This design comes from an exercise in tuning for small area on the open sky130 flow, not from production work. In this exercise RTL edits were held to simulation tests only and were not proved equivalent to the original. The clock input has no modelled driver; a real chip could not lean on it and would need a root buffer or a full tree. No activity file was given, so power comes from the tool's default toggle rates.

Setup of build 79:
==> flow/design.v (excerpt) <==
module Top(clk, rst, Trig, Echo, distance, sel);
input clk, rst, Echo;
output Trig;
output [6:0] distance;
output [3:0] sel;
wire [15:0] dis;
wire [1:0] state;
wire a_last;
counter_1000 u3(.clk(clk), .rst(rst), .statechange(state), .a_last(a_last));
TrigSignal u1(.clk_1m(clk), .rst(rst), .a_last(a_last), .trig(Trig));
PosCounter u2(.clk_1m(clk), .rst(rst), .echo(Echo), .dis_count(dis));
Showdigit u4(.in(dis),.LED_activating_counter(state),.out1(distance[6:0]),.out2(sel[3:0]));
endmodule  
clock: 1000.0 ns
lec_check: 0
cap_margin: 0
core_margin: 2
core_utilization: 85
gpl_timing_driven: 0
place_density: 0.92
slew_margin: 0
standard.sh (not shown) runs the stock make flow with config.mk's settings and CLKGATE_MAP_FILE= SYNTH_SCRIPT=/design/flow/synth_recipe.tcl, a recipe that flattens the netlist after the stock synthesis.
==> flow/flow/run.sh <==
#!/bin/bash
# Own layout flow: the standard synthesis, then an area re-mapping of the
# gates between its registers (registers untouched), then the standard ORFS
# steps with small port buffers and a two-level clock tree of small buffers.
set -euo pipefail
W=$PWD
F=$W/flow
R=$W/orfs/results/$FLOW_PLATFORM/Top/base
YOSYS=$FLOW_HOME/../tools/install/yosys/bin/yosys
[[ -x $YOSYS ]] || YOSYS=yosys
export LIBFILE=$FLOW_HOME/platforms/$FLOW_PLATFORM/lib/sky130_fd_sc_hd__tt_025C_1v80.lib

# 1. standard synthesis (the standard flow's own script)
bash standard.sh "$R/1_2_yosys.v" > $W/synth_standard.log 2>&1
cp "$R/1_2_yosys.v" $W/standard_1_2_yosys.v

# 2. area re-mapping of the combinational logic
export IN_V=$W/standard_1_2_yosys.v OUT_V=$W/remapped.v ABC_SCRIPT=$F/area.abc
export ABC_DONT_USE="-dont_use sky130_fd_sc_hd__probe_p_8 -dont_use sky130_fd_sc_hd__probec_p_8 -dont_use sky130_fd_sc_hd__lpflow_*"
$YOSYS -c $F/remap.tcl > $W/remap_yosys.log 2>&1
cp $W/remapped.v "$R/1_2_yosys.v"

# 3. the rest of the standard flow
source $F/clock.cfg
bash standard.sh "BUFFER_PORTS_ARGS=-buffer_cell sky130_fd_sc_hd__buf_1" "PRE_CTS_TCL=$F/pre_cts.tcl" finish > $W/layout.log 2>&1
==> flow/flow/area.abc <==
strash
&get -n
&deepsyn -T 60
&put
balance -l
resub -K 6 -l
rewrite -l
resub -K 6 -N 2 -l
refactor -l
resub -K 8 -l
balance -l
resub -K 8 -N 2 -l
rewrite -l
resub -K 10 -l
rewrite -z -l
resub -K 10 -N 2 -l
balance -l
resub -K 12 -l
refactor -z -l
resub -K 12 -N 2 -l
rewrite -z -l
balance -l
dch -f
amap
==> flow/flow/clock.cfg <==
# clock tree: root buffer, leaf buffer, number of leaf buffers
export CLOCK_ROOT_BUF=sky130_fd_sc_hd__clkbuf_2
export CLOCK_LEAF_BUF=sky130_fd_sc_hd__clkbuf_4
export CLOCK_LEAVES=6
==> flow/flow/remap.tcl <==
# Re-map the combinational logic of the standard synthesis netlist for area.
# Every flip-flop instance of the standard synthesis is kept as it is (same
# name, same cell); only the gates between them are re-synthesised by ABC.
yosys read_liberty -ignore_miss_func $::env(LIBFILE)
yosys blackbox sky130_fd_sc_hd__dfxtp_1
yosys read_verilog $::env(IN_V)
yosys hierarchy -top $::env(FLOW_TOP)
yosys flatten
yosys opt -purge
yosys abc -script $::env(ABC_SCRIPT) -liberty $::env(LIBFILE) {*}$::env(ABC_DONT_USE)
yosys opt_clean -purge
yosys hilomap -singleton -hicell sky130_fd_sc_hd__conb_1 HI -locell sky130_fd_sc_hd__conb_1 LO
yosys insbuf -buf sky130_fd_sc_hd__buf_1 A X
yosys opt_clean -purge
yosys write_verilog -noattr -nohex -nodec -selected $::env(OUT_V)
Other scripts of this flow, unchanged in this note and not shown: flow/flow/pre_cts.tcl
Build 79 is listed as incomplete: the tool reported an error in global placement and the run ended there.
The following lists how build 75 was set up differently from build 79:
diff --git a/flow/flow/run.sh b/flow/flow/run.sh
--- a/flow/flow/run.sh
+++ b/flow/flow/run.sh
@@ -17,2 +17,4 @@
-# 2. area re-mapping of the combinational logic
-export IN_V=$W/standard_1_2_yosys.v OUT_V=$W/remapped.v ABC_SCRIPT=$F/area.abc
+# 2. area re-mapping of the combinational logic: ABC runs with two mappers
+#    (amap, &nf; &nf also after a second resynthesis pass) and a few random
+#    seeds, four at a time; the smallest netlist is kept
+export IN_V=$W/standard_1_2_yosys.v
@@ -20,2 +22,24 @@
-$YOSYS -c $F/remap.tcl > $W/remap_yosys.log 2>&1
-cp $W/remapped.v "$R/1_2_yosys.v"
+RUNS=""
+for m in amap nf nf2; do
+  for s in 0 1 2 3; do
+    sed "s/^&deepsyn.*/\&deepsyn -T 45 -S $s/" $F/area_$m.abc > $W/area_${m}_$s.abc
+    RUNS="$RUNS ${m}_$s"
+  done
+done
+n=0
+for r in $RUNS; do
+  OUT_V=$W/remapped_$r.v ABC_SCRIPT=$W/area_$r.abc $YOSYS -c $F/remap.tcl > $W/remap_yosys_$r.log 2>&1 &
+  n=$((n + 1))
+  if (( n % 4 == 0 )); then wait; fi
+done
+wait
+best=""; best_area=""
+for r in $RUNS; do
+  a=$($YOSYS -p "read_liberty -lib $LIBFILE; read_verilog $W/remapped_$r.v; hierarchy -top $FLOW_TOP; stat -liberty $LIBFILE" 2>&1 | tee $W/remap_stat_$r.log | awk "/Chip area for module/ {print \$NF}" || true)
+  echo "$r: area $a" >> $W/remap_choice.log
+  if [[ -n "$a" ]] && { [[ -z "$best" ]] || awk -v x="$a" -v y="$best_area" 'BEGIN{exit !(x < y)}'; }; then
+    best=$r; best_area=$a
+  fi
+done
+echo "kept $best ($best_area)" >> $W/remap_choice.log
+cp $W/remapped_$best.v "$R/1_2_yosys.v"
==> flow/flow/area_amap.abc (new file) <==
strash
&get -n
&deepsyn -T 45
&put
balance -l
resub -K 6 -l
rewrite -l
resub -K 6 -N 2 -l
refactor -l
resub -K 8 -l
balance -l
resub -K 8 -N 2 -l
rewrite -l
resub -K 10 -l
rewrite -z -l
resub -K 10 -N 2 -l
balance -l
resub -K 12 -l
refactor -z -l
resub -K 12 -N 2 -l
rewrite -z -l
balance -l
dch -f
amap
==> flow/flow/area_nf.abc (new file) <==
strash
&get -n
&deepsyn -T 45
&put
balance -l
resub -K 6 -l
rewrite -l
resub -K 6 -N 2 -l
refactor -l
resub -K 8 -l
balance -l
resub -K 8 -N 2 -l
rewrite -l
resub -K 10 -l
rewrite -z -l
resub -K 10 -N 2 -l
balance -l
resub -K 12 -l
refactor -z -l
resub -K 12 -N 2 -l
rewrite -z -l
balance -l
&get -n
&dch -f
&nf -R 1000
&put
==> flow/flow/area_nf2.abc (new file) <==
strash
&get -n
&deepsyn -T 45
&put
balance -l
resub -K 6 -l
rewrite -l
resub -K 6 -N 2 -l
refactor -l
resub -K 8 -l
balance -l
resub -K 8 -N 2 -l
rewrite -l
resub -K 10 -l
rewrite -z -l
resub -K 10 -N 2 -l
balance -l
resub -K 12 -l
refactor -z -l
resub -K 12 -N 2 -l
rewrite -z -l
balance -l
balance -l
resub -K 6 -l
rewrite -l
resub -K 6 -N 2 -l
refactor -l
resub -K 8 -l
balance -l
resub -K 8 -N 2 -l
rewrite -l
resub -K 10 -l
rewrite -z -l
resub -K 10 -N 2 -l
balance -l
resub -K 12 -l
refactor -z -l
resub -K 12 -N 2 -l
rewrite -z -l
balance -l
&get -n
&dch -f
&nf -R 1000
&put
diff --git a/flow/flow/clock.cfg b/flow/flow/clock.cfg
--- a/flow/flow/clock.cfg
+++ b/flow/flow/clock.cfg
@@ -4 +4 @@
-export CLOCK_LEAVES=6
+export CLOCK_LEAVES=7
diff --git a/flow/config.mk b/flow/config.mk
--- a/flow/config.mk
+++ b/flow/config.mk
@@ -10 +10 @@
-export CORE_UTILIZATION = 85
+export CORE_UTILIZATION = 70
@@ -12 +12 @@
-export PLACE_DENSITY = 0.92
+export PLACE_DENSITY = 0.85
removed: flow/flow/area.abc
--- outcome ---
Build 75 | status: complete | timing, DRC, antenna: pass
Comparing build 79 and build 75, the lower width of the die is on build 79.
Against build 79 as the reference, build 75 delivers a lower area after synthesis.
Diff build 79 -> build 75: number of rows created at floorplan saw an increase; post-synthesis cell count saw a decrease.
The inputs of build 39 differ from those of build 75 as listed below.
==> flow/flow/run.sh <==
#!/bin/bash
# Own layout flow: the standard synthesis, then an area re-mapping of the
# gates between its registers (registers untouched), then the standard ORFS
# steps with small port buffers and a two-level clock tree of small buffers.
set -euo pipefail
W=$PWD
F=$W/flow
R=$W/orfs/results/$FLOW_PLATFORM/Top/base
YOSYS=$FLOW_HOME/../tools/install/yosys/bin/yosys
[[ -x $YOSYS ]] || YOSYS=yosys
export LIBFILE=$FLOW_HOME/platforms/$FLOW_PLATFORM/lib/sky130_fd_sc_hd__tt_025C_1v80.lib

# 1. standard synthesis (the standard flow's own script)
bash standard.sh "$R/1_2_yosys.v" > $W/synth_standard.log 2>&1
cp "$R/1_2_yosys.v" $W/standard_1_2_yosys.v

# 2. area re-mapping of the combinational logic
export IN_V=$W/standard_1_2_yosys.v OUT_V=$W/remapped.v ABC_SCRIPT=$F/area.abc
export ABC_DONT_USE="-dont_use sky130_fd_sc_hd__probe_p_8 -dont_use sky130_fd_sc_hd__probec_p_8 -dont_use sky130_fd_sc_hd__lpflow_*"
$YOSYS -c $F/remap.tcl > $W/remap_yosys.log 2>&1
cp $W/remapped.v "$R/1_2_yosys.v"

# 3. the rest of the standard flow
source $F/clock.cfg
bash standard.sh "BUFFER_PORTS_ARGS=-buffer_cell sky130_fd_sc_hd__buf_1" "PRE_CTS_TCL=$F/pre_cts.tcl" finish > $W/layout.log 2>&1
==> flow/flow/area.abc (new file) <==
strash
&get -n
&deepsyn -T 60
&put
balance -l
resub -K 6 -l
rewrite -l
resub -K 6 -N 2 -l
refactor -l
resub -K 8 -l
balance -l
resub -K 8 -N 2 -l
rewrite -l
resub -K 10 -l
rewrite -z -l
resub -K 10 -N 2 -l
balance -l
resub -K 12 -l
refactor -z -l
resub -K 12 -N 2 -l
rewrite -z -l
balance -l
dch -f
amap
removed: flow/flow/area_amap.abc
removed: flow/flow/area_nf.abc
removed: flow/flow/area_nf2.abc
## What came out
Total die area in build 39 is about 0.7% above build 75. For fmax, build 75 and build 39 come out practically identical. Between build 39 and build 75, the clock slew at the register clock pins of the worst setup and hold paths figures differ only marginally. Delta (build 39 minus build 75): iteration-0 DRC count of the detailed router went down 45; delay of the slowest cell on the worst path went down; share of the cycle needed by the critical path after routing now sits at about the same level. Worst-case setup margin in the final layout down 0.21 ns in build 39 wrt build 75. In build 39 relative to build 75, leakage dissipation had gone down by more than 10%. Looking at synthesized area, build 39 sits 18 um2 above build 75.
> inputs changed (build 39 -> build 10)
diff --git a/flow/flow/run.sh b/flow/flow/run.sh
--- a/flow/flow/run.sh
+++ b/flow/flow/run.sh
@@ -17,2 +17,3 @@
-# 2. area re-mapping of the combinational logic
-export IN_V=$W/standard_1_2_yosys.v OUT_V=$W/remapped.v ABC_SCRIPT=$F/area.abc
+# 2. area re-mapping of the combinational logic: ABC runs with a few random
+#    seeds in parallel; the smallest netlist is kept
+export IN_V=$W/standard_1_2_yosys.v
@@ -20,2 +21,16 @@
-$YOSYS -c $F/remap.tcl > $W/remap_yosys.log 2>&1
-cp $W/remapped.v "$R/1_2_yosys.v"
+SEEDS="0 1 2 3"
+for s in $SEEDS; do
+  sed "s/^&deepsyn.*/\&deepsyn -T 45 -S $s/" $F/area.abc > $W/area_$s.abc
+  OUT_V=$W/remapped_$s.v ABC_SCRIPT=$W/area_$s.abc $YOSYS -c $F/remap.tcl > $W/remap_yosys_$s.log 2>&1 &
+done
+wait
+best=""; best_area=""
+for s in $SEEDS; do
+  a=$($YOSYS -p "read_liberty -lib $LIBFILE; read_verilog $W/remapped_$s.v; hierarchy -top $FLOW_TOP; stat -liberty $LIBFILE" 2>&1 | tee $W/remap_stat_$s.log | awk "/Chip area for module/ {print \$NF}" || true)
+  echo "seed $s: area $a" >> $W/remap_choice.log
+  if [[ -n "$a" ]] && { [[ -z "$best" ]] || awk -v x="$a" -v y="$best_area" 'BEGIN{exit !(x < y)}'; }; then
+    best=$s; best_area=$a
+  fi
+done
+echo "kept seed $best ($best_area)" >> $W/remap_choice.log
+cp $W/remapped_$best.v "$R/1_2_yosys.v"
Notes after the runs:
Wire length came out exactly the same in build 39 and build 10.
From build 10 to build 39, met1 capacity usage during global routing did not move at all.
Delta (build 10 minus build 39): die area held; power per unit of standard cell area roughly the same; internal power component essentially unchanged; post-route cell area closely matched the old numbers; sequential share of layout area shows no meaningful change.
Build 39 and build 10 ended up with nearly the same total number of tap cells.
Comparing build 10 with build 39, the combinational cell fraction of total power came out essentially unchanged.
Setup changes, build 10 to build 84
diff --git a/flow/flow/run.sh b/flow/flow/run.sh
--- a/flow/flow/run.sh
+++ b/flow/flow/run.sh
@@ -17,2 +17,3 @@
-# 2. area re-mapping of the combinational logic: ABC runs with a few random
-#    seeds in parallel; the smallest netlist is kept
+# 2. area re-mapping of the combinational logic: ABC runs with two mappers
+#    (amap, &nf) and a few random seeds, four at a time; the smallest
+#    netlist is kept
@@ -21,4 +22,12 @@
-SEEDS="0 1 2 3"
-for s in $SEEDS; do
-  sed "s/^&deepsyn.*/\&deepsyn -T 45 -S $s/" $F/area.abc > $W/area_$s.abc
-  OUT_V=$W/remapped_$s.v ABC_SCRIPT=$W/area_$s.abc $YOSYS -c $F/remap.tcl > $W/remap_yosys_$s.log 2>&1 &
+RUNS=""
+for m in amap nf; do
+  for s in 0 1 2 3; do
+    sed "s/^&deepsyn.*/\&deepsyn -T 45 -S $s/" $F/area_$m.abc > $W/area_${m}_$s.abc
+    RUNS="$RUNS ${m}_$s"
+  done
+done
+n=0
+for r in $RUNS; do
+  OUT_V=$W/remapped_$r.v ABC_SCRIPT=$W/area_$r.abc $YOSYS -c $F/remap.tcl > $W/remap_yosys_$r.log 2>&1 &
+  n=$((n + 1))
+  if (( n % 4 == 0 )); then wait; fi
@@ -28,3 +37,3 @@
-for s in $SEEDS; do
-  a=$($YOSYS -p "read_liberty -lib $LIBFILE; read_verilog $W/remapped_$s.v; hierarchy -top $FLOW_TOP; stat -liberty $LIBFILE" 2>&1 | tee $W/remap_stat_$s.log | awk "/Chip area for module/ {print \$NF}" || true)
-  echo "seed $s: area $a" >> $W/remap_choice.log
+for r in $RUNS; do
+  a=$($YOSYS -p "read_liberty -lib $LIBFILE; read_verilog $W/remapped_$r.v; hierarchy -top $FLOW_TOP; stat -liberty $LIBFILE" 2>&1 | tee $W/remap_stat_$r.log | awk "/Chip area for module/ {print \$NF}" || true)
+  echo "$r: area $a" >> $W/remap_choice.log
@@ -32 +41 @@
-    best=$s; best_area=$a
+    best=$r; best_area=$a
@@ -35 +44 @@
-echo "kept seed $best ($best_area)" >> $W/remap_choice.log
+echo "kept $best ($best_area)" >> $W/remap_choice.log
==> flow/flow/area_amap.abc (new file) <==
strash
&get -n
&deepsyn -T 45
&put
balance -l
resub -K 6 -l
rewrite -l
resub -K 6 -N 2 -l
refactor -l
resub -K 8 -l
balance -l
resub -K 8 -N 2 -l
rewrite -l
resub -K 10 -l
rewrite -z -l
resub -K 10 -N 2 -l
balance -l
resub -K 12 -l
refactor -z -l
resub -K 12 -N 2 -l
rewrite -z -l
balance -l
dch -f
amap
==> flow/flow/area_nf.abc (new file) <==
strash
&get -n
&deepsyn -T 45
&put
balance -l
resub -K 6 -l
rewrite -l
resub -K 6 -N 2 -l
refactor -l
resub -K 8 -l
balance -l
resub -K 8 -N 2 -l
rewrite -l
resub -K 10 -l
rewrite -z -l
resub -K 10 -N 2 -l
balance -l
resub -K 12 -l
refactor -z -l
resub -K 12 -N 2 -l
rewrite -z -l
balance -l
&get -n
&dch -f
&nf -R 1000
&put
removed: flow/flow/area.abc
Results
The flow did not stop early for build 84: all stages ran, and the layout cleared the timing, DRC and antenna checks. When build 84 is set beside build 10, its largest fanout on the critical path turns out to be 4 larger. Detailed-routing iteration count for the pre-antenna-repair pass ends up higher on build 10. Changes observed in build 84 relative to build 10: met3 layer usage reported by global route moved down; hold slack did not really move; final routed wirelength across all metal layers moved down. In build 84 relative to build 10, final design area excluding fillers had gone down slightly. As far as DRC violations left goes, build 84 and build 10 are indistinguishable; the numbers are identical. Between build 84 and build 10, the total power of the final layout figures differ only marginally. Post-route non-filler standard cell count went down by a little under 10% going from build 10 to build 84. On core area: between build 84 and build 10, it ends up higher for build 10. Build 10 has a higher number of inverters outside the clock class in the layout than build 84.
The clock cells of build 75, build 39, build 10 and build 84 come from the design's own scripts or RTL, not from TritonCTS.

[static timing again, ports no longer ideal]
No port has a modelled driver above. Below, the same layouts with a new extraction and two added sets of constraints.
Step 1, drivers: a clkbuf_16 drives clk and a buf_2 each remaining input, both assumed.
Step 2 also shifts input and output timing later by t, the mid clock arrival at the registers, as if the neighbouring blocks saw the same clock.
a / b / c = ideal / step 1 / step 2; a / b = the first two.
run	t (ns)	slack for setup (ns)	clock arrival spread, ns	worst slew at a driven data input, ns	pins driven straight from the clock port
build 75	0.460	797.685 / 797.664 / 797.718	0.033 / 0.034	0.03	1
build 39	0.467	797.475 / 797.452 / 797.550	0.021 / 0.021	0.04	1
build 10	0.467	797.475 / 797.452 / 797.550	0.021 / 0.021	0.04	1
build 84	0.450	797.752 / 797.728 / 797.652	0.015 / 0.015	0.03	1
After both steps setup and hold are still met in every run listed. For build 84, which loses most, drivers alone change the setup slack by -0.024 ns; drivers and shift together by -0.100 ns.
